Background: an optimization exercise with open tools, aiming at small area, a short achievable clock period and few clock cycles per item. Do not read the settings as production practice. Function was checked by simulation only, so behaviour that the tests miss may differ from the original. Power figures rest on the tool's default switching activity, not on a simulated workload.

$ cat design/flow/run.sh
#!/bin/bash
# synth_recipe.tcl (not shown) runs the flow's synth.tcl, then flattens the netlist and writes it again
# the make line also repeats each setting of config.mk as NAME=value (left out here)
make -C /OpenROAD-flow-scripts/flow DESIGN_CONFIG=/design/flow/config.mk WORK_HOME=/design/flow/orfs CLKGATE_MAP_FILE= SYNTH_SCRIPT=/design/flow/synth_recipe.tcl finish
$ cat design/flow/config.mk
export PLATFORM = sky130hd
export DESIGN_NAME = invsqrt_pipeline_axiswrap
export DESIGN_NICKNAME = invsqrt_pipeline_axiswrap
export VERILOG_FILES = /design/flow/design.v
export SDC_FILE = /design/flow/constraint.sdc
export NUM_CORES = 4
export LEC_CHECK = 0
export CAP_MARGIN = 20
export CORE_MARGIN = 2
export CORE_UTILIZATION = 40
export SLEW_MARGIN = 20
$ cat design/flow/constraint.sdc
create_clock -name core_clock -period 10.0 [get_ports {clk}]
set_input_delay 2.0000 -clock core_clock [delete_from_list [all_inputs] [get_ports {clk}]]
set_output_delay 2.0000 -clock core_clock [all_outputs]
set_load 0.01 [all_outputs]
$ cat design/flow/design.v
`timescale 1ns / 1ps
module invsqrt_pipe_init (clk, rstn, backprn, valid, number, x2, y, ready, error_out);
input wire clk;
input wire rstn;
input wire valid;
input wire [31:0] number;
input wire backprn;
output reg [30:0] x2;
output reg [30:0] y;
output reg ready;
output reg error_out;
wire [22:0] M_in;
wire [7:0] E_in_x2;
wire [30:0] num_shifted;
wire error;
assign M_in = number[22:0];
assign E_in_x2 = number[30:23] - 1;
assign num_shifted = (number >> 1);
assign error = ((number == 31'h00000000) || (number[30:23] == 8'hFF)|| (number[31] == 1'b1)) ? 1'b1 : 1'b0;
always @(posedge clk) begin
    if(rstn == 1'b0) begin
        ready <= 0;
        error_out <= 0;
    end else begin
        if(backprn == 1'b0) begin
            y <= y;
            x2 <= x2;
            ready <= ready;
            error_out <= error_out;
        end else begin
            if(valid == 1'b1) begin
                y <= 32'h5f3759df - num_shifted;
                x2 <= {E_in_x2, M_in};
                ready <= 1;
                error_out <= error;
            end else begin
                y <= y;
                x2 <= x2;
                ready <= 0;
                error_out <= 0;
            end
        end
    end
end
endmodule
`timescale 1ns / 1ps
module fp_mul_multiply_pipe (clk, rstn, backprn, valid, float_in_1, float_in_2, float_out_2, M_mul, E_mul, ready, error_in, error_out);
input wire clk;
input wire rstn;
input wire valid;
input wire [30:0] float_in_1;
input wire [30:0] float_in_2;
input wire error_in;
input wire backprn;
output reg [30:0] float_out_2;
output reg [47:0] M_mul;
output reg signed [7:0] E_mul;
output reg ready;
output reg error_out;
wire signed [7:0] E1, E2, Etmp1, Etmp2;
wire [22:0] M1, M2;
assign E1 = float_in_1[30:23] - 127;
assign E2 = float_in_2[30:23] - 127;
assign M1 = float_in_1[22:0];
assign M2 = float_in_2[22:0];
always @(posedge clk) begin
    if(rstn == 1'b0) begin
        ready <= 1'b0;
        error_out <= 1'b0;
    end else begin
        if(backprn == 1'b0) begin 
            float_out_2 <= float_out_2;
            M_mul <= M_mul;
            E_mul <= E_mul;
            ready <= ready;
            error_out <= error_out;
        end else begin
            if(valid == 1'b1) begin
                float_out_2 <= float_in_2;
                M_mul <= {1'b1, M1} * {1'b1, M2};
                E_mul <= E1 + E2;
                ready <= 1'b1;
                error_out <= error_in;
            end else begin
                float_out_2 <= float_out_2;
                M_mul <= M_mul;
                E_mul <= E_mul;
                ready <= 1'b0;
                error_out <= 1'b0;
            end
        end
    end
end
endmodule
`timescale 1ns / 1ps
module fp_mul_correction_pipe (clk, rstn, backprn, valid, M_in_mul, E_in_mul, float_in_2, float_out_cor, float_out_2, ready, error_in, error_out);
parameter END = 0;
input wire clk;
input wire rstn;
input wire valid;
input wire [47:0] M_in_mul;
input wire signed [7:0] E_in_mul;
input wire [30:0] float_in_2;
input wire error_in; 
output reg error_out;
input wire backprn;
output reg [30:0] float_out_cor;
output reg [30:0] float_out_2;
output reg ready;
wire [22:0] M_trunc, M_cor;
wire overflow;
wire signed [7:0] E_cor;
reg [46:0] M_overflow;
reg signed [7:0] E_overflow;
generate begin
    if (END == 0) begin
        assign overflow = M_trunc[22];
        assign M_cor = M_overflow[45:23];
        assign E_cor = E_overflow + 127;
    end else begin
        assign overflow = (error_in == 0) ?  M_trunc[22] : 1'b0;
        assign M_cor = (error_in == 0) ? M_overflow[45:23] : 23'hFFFFFF;
        assign E_cor = (error_in == 0) ? (E_overflow + 127) : 8'hFF;
    end
end
endgenerate
assign M_trunc = M_overflow[22:0];
always @(posedge clk) begin
    if(rstn == 1'b0) begin
        ready <= 1'b0;
        error_out <= 1'b0;
    end else begin
        if(backprn == 1'b0) begin
            float_out_2 <= float_out_2;
            ready <= ready;
            error_out <= error_out;
            float_out_cor <= float_out_cor;
        end else begin
            if(valid == 1'b1) begin
                float_out_2 <= float_in_2;
                ready <= 1'b1;
                error_out <= error_in;
                float_out_cor[30:23] <= E_cor;
                if(overflow == 1'b1)
                    float_out_cor[22:0] <= M_cor + 1;
                else
                    float_out_cor[22:0] <= M_cor;
            end else begin
                float_out_cor <= float_out_cor;
                float_out_2 <= float_out_2;
                ready <= 1'b0;
                error_out <= 0;
            end
        end
    end
end
always @* begin
    if(M_in_mul[47] == 1'b1) begin
        M_overflow = M_in_mul >> 1;
        E_overflow = E_in_mul + 1;
    end else begin
        M_overflow = M_in_mul;
        E_overflow = E_in_mul;
    end
end
endmodule
`timescale 1ns / 1ps
module fp_mul_pipe (clk, rstn, backprn, valid, float_in_1, float_in_2, float_out, float_out_delay, ready, error_in, error_out);
parameter END = 0;
input wire clk;
input wire rstn;
input wire valid;
input wire [30:0] float_in_1;
input wire [30:0] float_in_2;
input wire error_in;
input wire backprn;
output wire [30:0] float_out;
output wire [30:0] float_out_delay;
output wire ready;
output wire error_out;
wire [47:0] M_mul;
wire signed [7:0] E_mul;
wire [30:0] float_delay;
wire valid_p;
wire error_mid;
fp_mul_multiply_pipe multiply(clk, rstn, backprn, valid, float_in_1, float_in_2, float_delay, M_mul, E_mul, valid_p, error_in, error_mid);
fp_mul_correction_pipe #(END) correction(clk, rstn, backprn, valid_p, M_mul, E_mul, float_delay, float_out, float_out_delay, ready, error_mid, error_out);
endmodule
`timescale 1ns / 1ps
module fp_1d5_sub_subtract_pipe (clk, rstn, backprn, valid, float_in, float_in_delay, M_sub, float_out_delay, ready, error_in, error_out);
input wire clk;
input wire rstn;
input wire valid;
input wire [30:0] float_in;
input wire [30:0] float_in_delay;
input wire error_in;
input wire backprn;
output reg [23 +3:0] M_sub;
output reg [30:0] float_out_delay;
output reg ready;
output reg error_out;
wire [1:0] E_in;
reg [23 +3:0] M_in;
wire [22:0] M;
assign E_in = float_in[24:23];
assign M = float_in[22:0];
always @(posedge clk) begin
    if(rstn == 1'b0) begin
        ready <= 1'b0;
        error_out <= 1'b0;
    end else begin
        if(backprn == 1'b0) begin
            float_out_delay <= float_out_delay;
            M_sub <= M_sub;
            ready <= ready;
            error_out <= error_out;
        end else begin
            if(valid == 1'b1) begin
                float_out_delay <= float_in_delay;
                M_sub <= ({1'b1, 23'h40_0000, 3'b000}) - M_in;
                ready <= 1'b1;
                error_out <= error_in;
            end else begin
                float_out_delay <= float_in_delay;
                M_sub <= M_sub;
                ready <= 1'b0;
                error_out <= 1'b0;
            end
        end
    end
end
always @* begin
    if (E_in == 2'b10)
        M_in = (({1'b1, M, 3'b000}) >> 1);
    else if (E_in == 2'b01)
        M_in = (({1'b1, M, 3'b000}) >> 2);
    else
        M_in = {1'b1, M, 3'b000};
end
endmodule
`timescale 1ns / 1ps
module fp_1d5_sub_correction_pipe (clk, rstn, backprn, valid, M_sub, float_in_delay, float_out, float_out_delay, ready, error_in, error_out);
input wire clk;
input wire rstn;
input wire valid;
input wire [23 +3:0] M_sub;
input wire [30:0] float_in_delay;
input wire error_in;
input wire backprn;
output reg [30:0] float_out;
output reg [30:0] float_out_delay;
output reg ready;
output reg error_out;
reg [23 +3:0] M_ov;
wire E_ov;
wire [7:0] E;
assign E = {7'b0111_111, E_ov};
assign E_ov = (M_sub[23+3] == 1'b0) ? 1'b0 : 1'b1;
always @(posedge clk) begin
    if(rstn == 1'b0) begin
        ready <= 1'b0;
        error_out <= 1'b0;
    end else begin
        if(backprn == 1'b0) begin
            float_out_delay <= float_out_delay;
            float_out <= float_out;
            ready <= ready;
            error_out <= error_out;
        end else begin
            if(valid == 1'b1) begin
                float_out_delay <= float_in_delay;
                float_out[30:23] <= E;
                ready <= 1'b1;
                error_out <= error_in;
                if (M_ov[3-1] == 1'b1)
                    float_out[22:0] <= M_ov[23+3:3] + 1;
                else
                    float_out[22:0] <= M_ov[23+3:3];
            end else begin
                float_out_delay <= float_out_delay;
                float_out <= float_out;
                ready <= 1'b0;
                error_out <= 1'b0;
            end
        end
    end
end
always @* begin
    if (M_sub[23+3] == 1'b0)
        M_ov = M_sub << 1;
    else
        M_ov = M_sub;
end
endmodule
`timescale 1ns / 1ps
module fp_sub_1d5_pipe (clk, rstn, backprn, valid, float_in, float_in_delay, float_out, float_out_delay, ready, error_in, error_out);
input wire clk;
input wire rstn;
input wire valid;
input wire [30:0] float_in;
input wire [30:0] float_in_delay;
input wire error_in;
input wire backprn;
output wire [30:0] float_out;
output wire [30:0] float_out_delay;
output wire ready;
output wire error_out;
wire [23 +3:0] M_sub;
wire [30:0] float_delay;
wire valid_p;
wire error_mid;
fp_1d5_sub_subtract_pipe   subtract  (clk, rstn, backprn, valid, float_in, float_in_delay, M_sub, float_delay, valid_p, error_in, error_mid);
fp_1d5_sub_correction_pipe correction(clk, rstn, backprn, valid_p, M_sub, float_delay, float_out, float_out_delay, ready, error_mid, error_out);
endmodule
`timescale 1ns / 1ps
module invsqrt_pipeline (clk, rstn, backprn, valid, float_in, float_out, ready);
input wire clk;
input wire rstn;
input wire valid;
input wire [31:0] float_in;
input wire backprn;
output wire [31:0] float_out;
output wire ready;
wire [30:0] y [0:3];
wire [30:0] x2, x2y, x2yy, sub_x2yy;
wire valid_p [0:3];
wire error[3:0];
assign float_out[31] = 1'b0;
invsqrt_pipe_init invsqrt_pipe_init (clk, rstn, backprn, valid,      float_in, x2, y[0], valid_p[0], error[0]);
fp_mul_pipe       mul_pipe_x2y      (clk, rstn, backprn, valid_p[0], x2, y[0], x2y, y[1], valid_p[1], error[0], error[1]);
fp_mul_pipe       mul_pipe_x2yy     (clk, rstn, backprn, valid_p[1], x2y, y[1], x2yy, y[2], valid_p[2], error[1], error[2]);
fp_sub_1d5_pipe   sub_1d5_pipe      (clk, rstn, backprn, valid_p[2], x2yy, y[2], sub_x2yy, y[3], valid_p[3], error[2], error[3]);
fp_mul_pipe #(1)  mul_pipe_sub_x2yy (clk, rstn, backprn, valid_p[3], sub_x2yy, y[3], float_out, , ready, error[3]);
endmodule
`timescale 1ns / 1ps
module invsqrt_pipeline_axiswrap(
    input wire clk,
    input wire rstn,
    input wire [31:0] S_AXIS_tdata,
    input wire [3:0] S_AXIS_tkeep,
    input wire  S_AXIS_tvalid,
    output wire S_AXIS_tready,
    input wire  S_AXIS_tlast,
    output wire [31:0] M_AXIS_tdata,
    output wire [3:0] M_AXIS_tkeep,
    output wire  M_AXIS_tvalid,
    input wire  M_AXIS_tready,
    output wire  M_AXIS_tlast
    );
localparam DELAY = 9;
wire valid;
wire [31:0] float_in;
wire [31:0] float_out;
wire ready;
wire backprn;
reg last_delay [0:DELAY-1];
assign float_in = S_AXIS_tdata;
assign S_AXIS_tready = backprn;
assign valid = S_AXIS_tvalid;
assign M_AXIS_tkeep = ready ? 4'b1111 : 4'b0000;
assign M_AXIS_tdata = float_out;
assign M_AXIS_tvalid = ready;
assign backprn = M_AXIS_tready;
assign M_AXIS_tlast = last_delay[DELAY-1];
invsqrt_pipeline invsqrt_pipe(clk, rstn, backprn, valid, float_in, float_out, ready);
integer i;
always @(posedge clk) begin
    if(rstn == 1'b0) begin
        for(i = 0; i < DELAY; i = i + 1) begin
            last_delay[i] <= 1'b0;
        end
    end else begin
        if(backprn == 1'b0) begin
            for(i = 0; i < DELAY; i = i + 1) begin
                last_delay[i] <= last_delay[i];
            end
        end else begin
            last_delay[0] <= S_AXIS_tlast;
            for(i = 1; i < DELAY; i = i + 1) begin
                last_delay[i] <= last_delay[i - 1];
            end
        end
    end
end
endmodule
==> flow_results.xml <==
<?xml version="1.0" encoding="UTF-8"?>
<metrics>
  <group name="layout">
    <metric name="finish.net_count" unit="">9538</metric>
    <metric name="finish.instance_area" unit="um2">80300</metric>
    <metric name="multi_input_comb_area" unit="um2">52500</metric>
    <metric name="layoutNonFillerInstCount" unit="">10055</metric>
    <metric name="layout.filler_cells" unit="">17741</metric>
    <metric name="finalCoreUtilization" unit="%">43.3</metric>
    <metric name="sequential_cell_area" unit="um2">14400</metric>
    <metric name="final_layout_size_suffix_gt1_share" unit="%">3.92</metric>
    <metric name="area.growth.synth_to_final" unit="%">7.26</metric>
  </group>
  <group name="sta">
    <metric name="period_needed" unit="ps">8730</metric>
    <metric name="max_clock_freq" unit="MHz">115</metric>
    <metric name="finalHoldViolCount" unit="">0</metric>
    <metric name="skew" unit="ps">23.9</metric>
    <metric name="tightest_slew" unit="ps">1130</metric>
    <metric name="tns" unit="ps">0</metric>
    <metric name="rsz_0062_raised_after_global_routing" unit="">no</metric>
    <metric name="post-route-period-util" unit="%">87.3</metric>
    <metric name="worst_slew_margin_rel" unit="%">24.5</metric>
    <metric name="setup_violations" unit="">0</metric>
    <metric name="final.hold.worst_slack" unit="ps">412</metric>
    <metric name="maxSlewViolCount" unit="">0</metric>
    <metric name="post-route-worst-setup-slack" unit="ps">1270</metric>
  </group>
  <group name="placed_design">
    <metric name="hpwl" unit="mm">150</metric>
    <metric name="detailedPlace.worstSlack" unit="ps">1380</metric>
    <metric name="placedCellCount" unit="">9956</metric>
    <metric name="post_dp_cell_area" unit="um2">78500</metric>
    <metric name="finalWeightedCongestion" unit="">0.891</metric>
    <metric name="numPortBuffers" unit="">74</metric>
  </group>
  <group name="die">
    <metric name="floorplan.die.width" unit="um">437</metric>
    <metric name="die_footprint" unit="um2">191000</metric>
    <metric name="core_area" unit="um2">186000</metric>
    <metric name="row_count" unit="">158</metric>
    <metric name="die_h" unit="um">437</metric>
    <metric name="floorplan.initialDensity" unit="%">40.3</metric>
    <metric name="num_io_pins" unit="">80</metric>
  </group>
  <group name="grt">
    <metric name="maximum_number_of_pins_on_one_net_before_global_route_repair" unit="">61</metric>
    <metric name="grt_util_all_layers" unit="%">20.8</metric>
    <metric name="first_global_vias" unit="">55498</metric>
    <metric name="global_route_wire_length_before_repair" unit="mm">310</metric>
    <metric name="number_of_antenna_violations_at_the_first_check_in_global_routing" unit="">3</metric>
    <metric name="grt-ovfl-total" unit="">0</metric>
  </group>
  <group name="run">
    <metric name="max_cap_viol_count" unit="">0</metric>
  </group>
  <group name="cts">
    <metric name="tritoncts" unit="">yes</metric>
    <metric name="clock_sink_count" unit="">488</metric>
    <metric name="postCtsSetupBuffers" unit="">0</metric>
    <metric name="cts_max_level" unit="">2</metric>
    <metric name="clock_latency" unit="ps">650</metric>
    <metric name="cts-resized-gates" unit="">0</metric>
    <metric name="max-clock-path-buffers" unit="">3</metric>
    <metric name="clock-root-buffer" unit="">sky130_fd_sc_hd__clkbuf_16</metric>
    <metric name="tritoncts.num_buffers" unit="">52</metric>
    <metric name="clk_pin_slew" unit="ps">60</metric>
    <metric name="postCtsHoldBufs" unit="">0</metric>
  </group>
  <group name="worst_setup_path">
    <metric name="criticalPathCategory" unit="">flop to flop</metric>
    <metric name="worstSetupStartpointType" unit="">flop</metric>
    <metric name="critical_path_required" unit="ps">10400</metric>
    <metric name="crit_path_max_fanout" unit="">17</metric>
    <metric name="worstReg2RegEnd" unit="">invsqrt_pipe.mul_pipe_sub_x2yy.multiply.M_mul[45]$_DFFE_PP_</metric>
    <metric name="cp-endpoint" unit="">invsqrt_pipe.mul_pipe_sub_x2yy.multiply.M_mul[45]$_DFFE_PP_</metric>
    <metric name="worst-endpoint-arrival" unit="ps">9130</metric>
    <metric name="r2r_setup_slack" unit="ps">1270</metric>
    <metric name="critical_path.endpoint_type" unit="">flop</metric>
    <metric name="r2r_worst_path_depth" unit="">24</metric>
  </group>
  <group name="logic_synthesis">
    <metric name="number_of_flops_mapped_to_enable_cells_by_yosys" unit="">462</metric>
    <metric name="ys.flop_type" unit="">sky130_fd_sc_hd__edfxtp_1</metric>
    <metric name="cell_count_after_synthesis" unit="">7592</metric>
    <metric name="yosysSeqAreaShare" unit="%">19.2</metric>
    <metric name="synth.lib_cells_used.distinct" unit="">90</metric>
    <metric name="syn-num-nets" unit="">9600</metric>
    <metric name="ys_ff_latch" unit="">488</metric>
    <metric name="synth_area_leader_cell" unit="">sky130_fd_sc_hd__fa_1</metric>
    <metric name="yosysTopAreaCellShare" unit="%">38.6</metric>
    <metric name="synthArstFlopShare" unit="%">0</metric>
    <metric name="post_synth.cell_area_avg" unit="um2">9.86</metric>
    <metric name="syn-cell-area" unit="um2">74900</metric>
    <metric name="yosys-top-cells-area" unit="">sky130_fd_sc_hd__fa_1 (39%), sky130_fd_sc_hd__edfxtp_1 (19%), sky130_fd_sc_hd__inv_1 (8.9%)</metric>
    <metric name="yosysWarnings" unit="">11</metric>
  </group>
  <group name="status">
    <metric name="run_status" unit="">finished clean</metric>
  </group>
  <group name="pwr">
    <metric name="share_clk_of_total_power" unit="%">10.7</metric>
    <metric name="powerDensity" unit="nW/um2">234</metric>
    <metric name="p_sw_share" unit="%">49.1</metric>
    <metric name="power.net_switching" unit="mW">9.22</metric>
    <metric name="peakVddDrop" unit="V">0.000748</metric>
    <metric name="p_total" unit="mW">18.8</metric>
    <metric name="p_leak" unit="nW">37.8</metric>
    <metric name="power.share.combinational" unit="%">73.3</metric>
    <metric name="pwr-share-seq" unit="%">16.0</metric>
    <metric name="cell_internal_pwr" unit="mW">9.55</metric>
  </group>
  <group name="drt">
    <metric name="drt_pass1_iterations" unit="">6</metric>
    <metric name="postRouteAntennaNets" unit="">0</metric>
    <metric name="wl_per_cell" unit="um">19.1</metric>
    <metric name="vias" unit="">50406</metric>
    <metric name="route.detailed.drc" unit="">0</metric>
    <metric name="vias_per_cell" unit="">5.01</metric>
    <metric name="number_of_drc_violations_after_detailed_routing_iteration_0" unit="">3044</metric>
    <metric name="final_wl" unit="mm">192</metric>
  </group>
  <group name="min_path">
    <metric name="hold_path.class" unit="">flop to flop</metric>
  </group>
</metrics>
-- synthesized netlist by cell type, drive strengths merged (4+ instances only) --
cell	instances
a41oi	5
nor2b	55
nor3b	6
clkinv	6
and3	29
mux2i	72
o21ai	90
a21o	45
nor4	19
edfxtp	462
ha	524
inv	1776
nand2	934
a21oi	158
o21a	17
o21bai	16
nand3	82
o31ai	7
a31o	5
nor3	40
and2	741
nand4	39
o22ai	4
xor2	93
xnor2	159
a2111oi	4
dfxtp	26
nand2b	24
or3	6
clkbuf	307
and4	5
fa	1443
a211oi	28
o211ai	7
mux2	22
nor2	211
buf	33
a31oi	19
a21boi	12
or2	7
-- flip-flops by register name, indices dropped and copies added, names as in the netlist, 2 cells and up --
register,flops
invsqrt_pipe.invsqrt_pipe_init.y,31
invsqrt_pipe.mul_pipe_sub_x2yy.correction.float_out_cor,31
invsqrt_pipe.mul_pipe_x2y.correction.float_out_2,31
invsqrt_pipe.mul_pipe_x2y.multiply.float_out_2,31
invsqrt_pipe.mul_pipe_x2yy.correction.float_out_2,31
invsqrt_pipe.mul_pipe_x2yy.multiply.float_out_2,31
invsqrt_pipe.sub_1d5_pipe.correction.float_out_delay,31
invsqrt_pipe.sub_1d5_pipe.subtract.float_out_delay,31
invsqrt_pipe.mul_pipe_sub_x2yy.multiply.M_mul,26
invsqrt_pipe.mul_pipe_x2y.multiply.M_mul,26
invsqrt_pipe.mul_pipe_x2yy.multiply.M_mul,26
invsqrt_pipe.sub_1d5_pipe.subtract.M_sub,26
invsqrt_pipe.mul_pipe_x2y.correction.float_out_cor,25
invsqrt_pipe.mul_pipe_x2yy.correction.float_out_cor,25
invsqrt_pipe.invsqrt_pipe_init.x2,24
invsqrt_pipe.sub_1d5_pipe.correction.float_out,24
last_delay,9
invsqrt_pipe.mul_pipe_sub_x2yy.multiply.E_mul,8
invsqrt_pipe.mul_pipe_x2y.multiply.E_mul,2
invsqrt_pipe.mul_pipe_x2yy.multiply.E_mul,2
-- layer usage --
metal | global-route usage, % | vias up | routed length (um)
li1 | - | 22651 | -
met1 | 26.3 | 25909 | 77600
met2 | 36.0 | 1475 | 94700
met3 | 3.02 | 371 | 11300
met4 | 7.94 | 0 | 8200
met5 | 0 | - | 0
-- placed cells by master (no fill, tap or decap), types with 53 or more instances in the layout --
master,Yosys,final
sky130_fd_sc_hd__a21oi_1,155,155
sky130_fd_sc_hd__and2_1,739,739
sky130_fd_sc_hd__buf_4,7,150
sky130_fd_sc_hd__clkbuf_16,0,53
sky130_fd_sc_hd__clkdlybuf4s50_1,0,73
sky130_fd_sc_hd__edfxtp_1,462,462
sky130_fd_sc_hd__fa_1,1443,1443
sky130_fd_sc_hd__ha_1,524,524
sky130_fd_sc_hd__inv_1,1775,1775
sky130_fd_sc_hd__mux2i_1,72,72
sky130_fd_sc_hd__nand2_1,934,934
sky130_fd_sc_hd__nand3_1,82,82
sky130_fd_sc_hd__nor2_1,211,211
sky130_fd_sc_hd__nor2b_1,55,55
sky130_fd_sc_hd__o21ai_0,85,85
sky130_fd_sc_hd__xnor2_1,159,159
sky130_fd_sc_hd__xor2_1,93,93
-- worst max-delay path: stages, from the launching register on --
cell and delay [ps]:
sky130_fd_sc_hd__edfxtp_1 850, sky130_fd_sc_hd__clkinv_1 660, sky130_fd_sc_hd__nor2_1 280, sky130_fd_sc_hd__fa_1 470, sky130_fd_sc_hd__fa_1 510, sky130_fd_sc_hd__inv_1 60
sky130_fd_sc_hd__fa_1 470, sky130_fd_sc_hd__inv_1 50, sky130_fd_sc_hd__fa_1 500, sky130_fd_sc_hd__inv_1 60, sky130_fd_sc_hd__fa_1 520, sky130_fd_sc_hd__inv_1 50
sky130_fd_sc_hd__fa_1 490, sky130_fd_sc_hd__inv_1 50, sky130_fd_sc_hd__fa_1 480, sky130_fd_sc_hd__inv_1 50, sky130_fd_sc_hd__ha_1 320, sky130_fd_sc_hd__a21oi_1 150
sky130_fd_sc_hd__o21ai_0 390, sky130_fd_sc_hd__or3_1 570, sky130_fd_sc_hd__o21ai_2 370, sky130_fd_sc_hd__a21oi_1 190, sky130_fd_sc_hd__o21ai_1 290, sky130_fd_sc_hd__or4b_1 480
sky130_fd_sc_hd__o211ai_1 220
-- cells by family after synthesis --
group	after synthesis	synth area share (%)
fa+ha+maj	1967	47.3
mux	94	1.29
simple gates	2213	14.6
xor+xnor	252	2.95
other cells	1	0.00501
compound gates	455	3.86
buf+inv	2122	10.7
flops	488	19.2
-- power by group through the flow --
stage,logic [mW],registers (mW),clock network (mW)
4_1_cts,13.8,3.01,2.06
3_3_place_gp,13.5,3.05,0
5_1_grt,15.4,3.02,2.14
2_1_floorplan,9.82,2.98,0
3_5_place_dp,13.7,3.06,0
6_report,13.8,3.01,2.00
-- final cells by class --
| type | count | share of cell area [%] |
|---|---|---|
| multi-input combinational | 4982 | 65.3 |
| sequential | 488 | 17.9 |
| inverter | 1782 | 8.33 |
| tap | 2480 | 3.86 |
| timing repair buffer | 224 | 2.32 |
| clock buffer | 65 | 1.73 |
| clock inverter | 31 | 0.484 |
| antenna | 3 | 0.00935 |
-- worst min-delay path by stage --
stage | cells after the start | slack, ps | to | from
2_1_floorplan | 0 | 400 | flop | invsqrt_pipe.mul_pipe_x2y.multiply.float_out_2[0]$_DFFE_PP_
3_3_place_gp | 0 | 400 | flop | flop
3_5_place_dp | 0 | 400 | flop | invsqrt_pipe.mul_pipe_x2y.multiply.float_out_2[10]$_DFFE_PP_
4_1_cts | 0 | 410 | flop | invsqrt_pipe.mul_pipe_x2yy.multiply.float_out_2[0]$_DFFE_PP_
5_1_grt | 0 | 420 | flop | flop
6_report | 0 | 410 | flop | invsqrt_pipe.mul_pipe_x2yy.multiply.float_out_2[0]$_DFFE_PP_
Testbench counts, summed over its fixed seeds: cycles 16,072, items 16,000.

what the ideal ports hide:
Ports are ideal in the flow. The routed layout listed here was re-timed in OpenROAD. Step 1: set_driving_cell puts a clkbuf_16 on clk and a buf_2 on each other input, an assumption about the parent block. Step 2 adds t to the input delays and takes it off the output delays; t is the mean of the earliest and latest rising clock arrival at the registers after step 1. Input paths then give back, and output paths get back, about the clock's delay inside the block. Slacks: no drivers / after step 1 / after step 2; pairs: no drivers / after step 1.
shift t [ns]: 0.729
setup WS [ns]: 1.267 / 1.267 / 1.267
clock arrival spread, ns: 0.030 / 0.030
After both steps this run still meets setup and hold. For this run, drivers alone change the setup slack by 0.000 ns; drivers and shift together by 0.000 ns.
